Context: an optimization exercise on an open-source flow, tuned for small area and a short achievable clock period. The choices shown serve that exercise and are no tape-out recipe. Where RTL was checked, it was by simulation tests only, not by an equivalence proof against the original. The clock input has no modelled driver; a real chip could not lean on it and would need a root buffer or a full tree. Power is estimated from default activity; no workload was simulated.

lane 1:
==> flow/design.v <==
module FSM_out
(
    input             clk,
    input             reset_n,
    input             req,
    input             fifo_empty,
    input      [63:0] fifo_data,    
    output reg        remove,       
    output reg        load,         
    output reg        strobe_out,
    output reg        data_end,
    output reg  [7:0] data_out
);
reg [3:0] state;
reg       shift;
reg       hold;
reg [55:0] buf_q;
wire idle = (state == 4'd0);
wire start = idle && req && !fifo_empty;
always @(posedge clk)
begin
    if (!reset_n)
    begin
        state  <= 4'd0;
        remove <= 1'b0;
        load   <= 1'b0;
        shift  <= 1'b0;
        hold   <= 1'b1;
    end
    else
    begin
        if (idle)
            state <= start ? 4'd1 : 4'd0;
        else if (state == 4'd10)
            state <= 4'd0;
        else
            state <= state + 4'd1;
        remove <= start;
        load   <= (state == 4'd1);
        shift  <= (state >= 4'd2) && (state <= 4'd8);
        hold   <= !((state >= 4'd1) && (state <= 4'd8));
    end
end
always @(posedge clk)
    buf_q <= fifo_data[63:8] | ({56{shift}} & {8'd0, buf_q[55:8]});
wire [7:0] data_next = fifo_data[7:0] | ({8{shift}} & buf_q[7:0]) | ({8{hold}} & data_out);
always @(posedge clk)
begin
    if (!reset_n)
    begin
        strobe_out <= 1'b0;
        data_end   <= 1'b0;
        data_out   <= 8'd0;
    end
    else
    begin
        data_out <= data_next;
        if (load)
            strobe_out <= 1'b1;
        if (state == 4'd9)
            data_end <= 1'b1;
        else if (state == 4'd10)
        begin
            strobe_out <= 1'b0;
            data_end   <= 1'b0;
        end
    end
end
endmodule
module module_64_8
#(parameter width = 64, parameter depth = 8)
(
    input   clk,
    input   reset_n,
    input   strobe_in,
    input   [width-1:0] input_data,
    input   req_data,
    output  ready,
    output  data_end,
    output  strobe_out,
    output  [7:0] data_out,
    output  [$clog2(depth)-1:0] write_counter
);
localparam aw = $clog2(depth);
reg [width-1:0] mem [depth-1:0];
reg [depth-1:0] rd_ptr;
reg [depth-1:0] rd_sel;
reg [depth-1:0] wr_en;
reg [aw:0] count;
reg        empty;
wire full = count[aw];
wire write = strobe_in && !full;
wire remove;
wire load;
wire [depth-1:0] wr_ptr   = full ? rd_ptr : wr_en;
wire [depth-1:0] wr_ptr_w = {wr_ptr[depth-2:0], wr_ptr[depth-1]};
wire [aw:0] count_w  = remove ? count : count + 1'b1;
wire [aw:0] count_nw = remove ? count - 1'b1 : count;
wire        full_w   = (count_w == depth);
wire        full_nw  = (count_nw == depth);
wire        empty_nw = (count_nw == 0);
assign write_counter = count[aw-1:0];
assign ready = empty;
always @(posedge clk)
begin
    if (!reset_n)
    begin
        count <= 0;
        empty <= 1'b1;
        wr_en <= 1;
    end
    else if (write)
    begin
        count <= count_w;
        empty <= 1'b0;
        wr_en <= full_w ? {depth{1'b0}} : wr_ptr_w;
    end
    else
    begin
        count <= count_nw;
        empty <= empty_nw;
        wr_en <= full_nw ? {depth{1'b0}} : wr_ptr;
    end
end
always @(posedge clk)
begin
    if (!reset_n)
    begin
        rd_ptr <= 1;
        rd_sel <= 0;
    end
    else
    begin
        if (load)
            rd_ptr <= {rd_ptr[depth-2:0], rd_ptr[depth-1]};
        rd_sel <= remove ? rd_ptr : {depth{1'b0}};
    end
end
integer i;
always @(posedge clk)
begin
    for (i = 0; i < depth; i = i + 1)
        if (wr_en[i])
            mem[i] <= input_data;
end
reg [width-1:0] rd_data;
always @*
begin
    rd_data = 0;
    for (i = 0; i < depth; i = i + 1)
        rd_data = rd_data | ({width{rd_sel[i]}} & mem[i]);
end
FSM_out FSM_out_1
(
    .clk        (clk),
    .reset_n    (reset_n),
    .req        (req_data),
    .fifo_empty (empty),
    .fifo_data  (rd_data),
    .remove     (remove),
    .load       (load),
    .strobe_out (strobe_out),
    .data_end   (data_end),
    .data_out   (data_out)
);
endmodule
==> flow/config.mk <==
export PLATFORM = sky130hd
export DESIGN_NAME = module_64_8
export DESIGN_NICKNAME = module_64_8
export VERILOG_FILES = /design/flow/design.v
export SDC_FILE = /design/flow/constraint.sdc
export NUM_CORES = 4
export LEC_CHECK = 0
export CAP_MARGIN = 20
export CORE_MARGIN = 2
export CORE_UTILIZATION = 60
export SETUP_SLACK_MARGIN = 3.4
export SLEW_MARGIN = 20
==> flow/constraint.sdc <==
create_clock -name core_clock -period 5.0 [get_ports {clk}]
set_input_delay 1.0000 -clock core_clock [delete_from_list [all_inputs] [get_ports {clk}]]
set_output_delay 1.0000 -clock core_clock [all_outputs]
set_load 0.01 [all_outputs]
standard.sh (not shown) runs the stock make flow with config.mk's settings and CLKGATE_MAP_FILE= SYNTH_SCRIPT=/design/flow/synth_recipe.tcl, a recipe that flattens the netlist after the stock synthesis.
==> flow/flow/run.sh <==
#!/bin/bash
# The standard ORFS layout, with the port buffers made of buf_1 cells (instead of the
# delay cells buffer_ports picks by default), timing repair free to change a cell's
# footprint, a clock tree of about 20 flip-flops per leaf buffer, and the top of the
# clock tree reshaped after CTS (flow/clock_top.tcl).
set -euo pipefail
W=$(pwd)
bash standard.sh MATCH_CELL_FOOTPRINT=0 \
  "BUFFER_PORTS_ARGS=-buffer_cell sky130_fd_sc_hd__buf_1" \
  "CTS_ARGS=-sink_clustering_enable -repair_clock_nets -buf_list {sky130_fd_sc_hd__clkbuf_16} -sink_clustering_size 20 -sink_clustering_max_diameter 60 -dont_use_dummy_load" \
  "POST_CTS_TCL=$W/flow/clock_top.tcl" \
  finish > standard_flow.log 2>&1
Other scripts of this flow, unchanged in this note and not shown: flow/flow/clock_top.tcl
## Diff of input files: lane 2 against lane 1
--- a/flow/design.v
+++ b/flow/design.v
@@ -87,39 +87,45 @@
 reg [depth-1:0] rd_sel;
 reg [depth-1:0] wr_en;
 reg [aw:0] count;
 reg        empty;
+reg        count_is7;
 wire full = count[aw];
 wire write = strobe_in && !full;
 wire remove;
 wire load;
 wire [depth-1:0] wr_ptr   = full ? rd_ptr : wr_en;
 wire [depth-1:0] wr_ptr_w = {wr_ptr[depth-2:0], wr_ptr[depth-1]};
 wire [aw:0] count_w  = remove ? count : count + 1'b1;
 wire [aw:0] count_nw = remove ? count - 1'b1 : count;
-wire        full_w   = (count_w == depth);
 wire        full_nw  = (count_nw == depth);
 wire        empty_nw = (count_nw == 0);
+wire        count_is6 = (count == depth - 2);
+wire        is7_w    = remove ? count_is7 : count_is6;
+wire        is7_nw   = remove ? full : count_is7;
 assign write_counter = count[aw-1:0];
 assign ready = empty;
 always @(posedge clk)
 begin
     if (!reset_n)
     begin
         count <= 0;
         empty <= 1'b1;
+        count_is7 <= 1'b0;
         wr_en <= 1;
     end
     else if (write)
     begin
         count <= count_w;
         empty <= 1'b0;
-        wr_en <= full_w ? {depth{1'b0}} : wr_ptr_w;
+        count_is7 <= is7_w;
+        wr_en <= (count_is7 && !remove) ? {depth{1'b0}} : wr_ptr_w;
     end
     else
     begin
         count <= count_nw;
         empty <= empty_nw;
+        count_is7 <= is7_nw;
         wr_en <= full_nw ? {depth{1'b0}} : wr_ptr;
     end
 end
 always @(posedge clk)
## What came out
- Lane 1 has lower required arrival time at the worst endpoint than lane 2.
- First-iteration detailed-routing DRC count across lane 2 and lane 1: no real change.
- Summary — area growth from synthesis to final layout, lane 2 relative to lane 1: higher, by 0.29 points.
- From lane 1 to lane 2 the numbers moved as follows: setup slack down 0.14 ns; number of flip-flops and latches in the synthesized netlist about even.
- In the reports for lane 2 and lane 1, the larger share of the clock period used by the worst path belongs to lane 2.
- Lane 2 closes out successfully: all stages finished, all timing, DRC and antenna checks passed.
- From lane 1 to lane 2 the numbers moved as follows: total power of the final layout now sits lower, part of the total power dissipated in the clock network flat.
- Lane 2: routed length per placed instance 0.79% below lane 1
- Vias: lane 2 more than lane 1
- Lane 2 against lane 1: final instance area rose 140 um2, die area higher, via count of the first global-routing pass saw an increase.
The RTL of lane 2 was laid out without a check of its function. No run of this note takes its clock network from TritonCTS; it comes from the design's own scripts or RTL.

static timing again, ports no longer ideal:
No port has a modelled driver above. Below, the same layouts with a new extraction and two added sets of constraints. Step 1 assumes that a clkbuf_16 drives the clock port and a buf_2 every other input. Step 2 also shifts input and output timing later by t, the mid clock arrival at the registers, as if the neighbouring blocks saw the same clock. a / b / c = ideal ports / drivers / drivers and shift; a / b = the first two.
run	t (ns)	slack for setup (ns)	worst slew at a driven data input, ns
lane 1	0.461	3.273 / 3.036 / 3.079	0.08
lane 2	0.461	3.135 / 2.925 / 2.892	0.10
After both steps every run listed still meets setup and hold. For lane 2, which loses most, drivers alone change the setup slack by -0.210 ns; drivers and shift together by -0.243 ns.
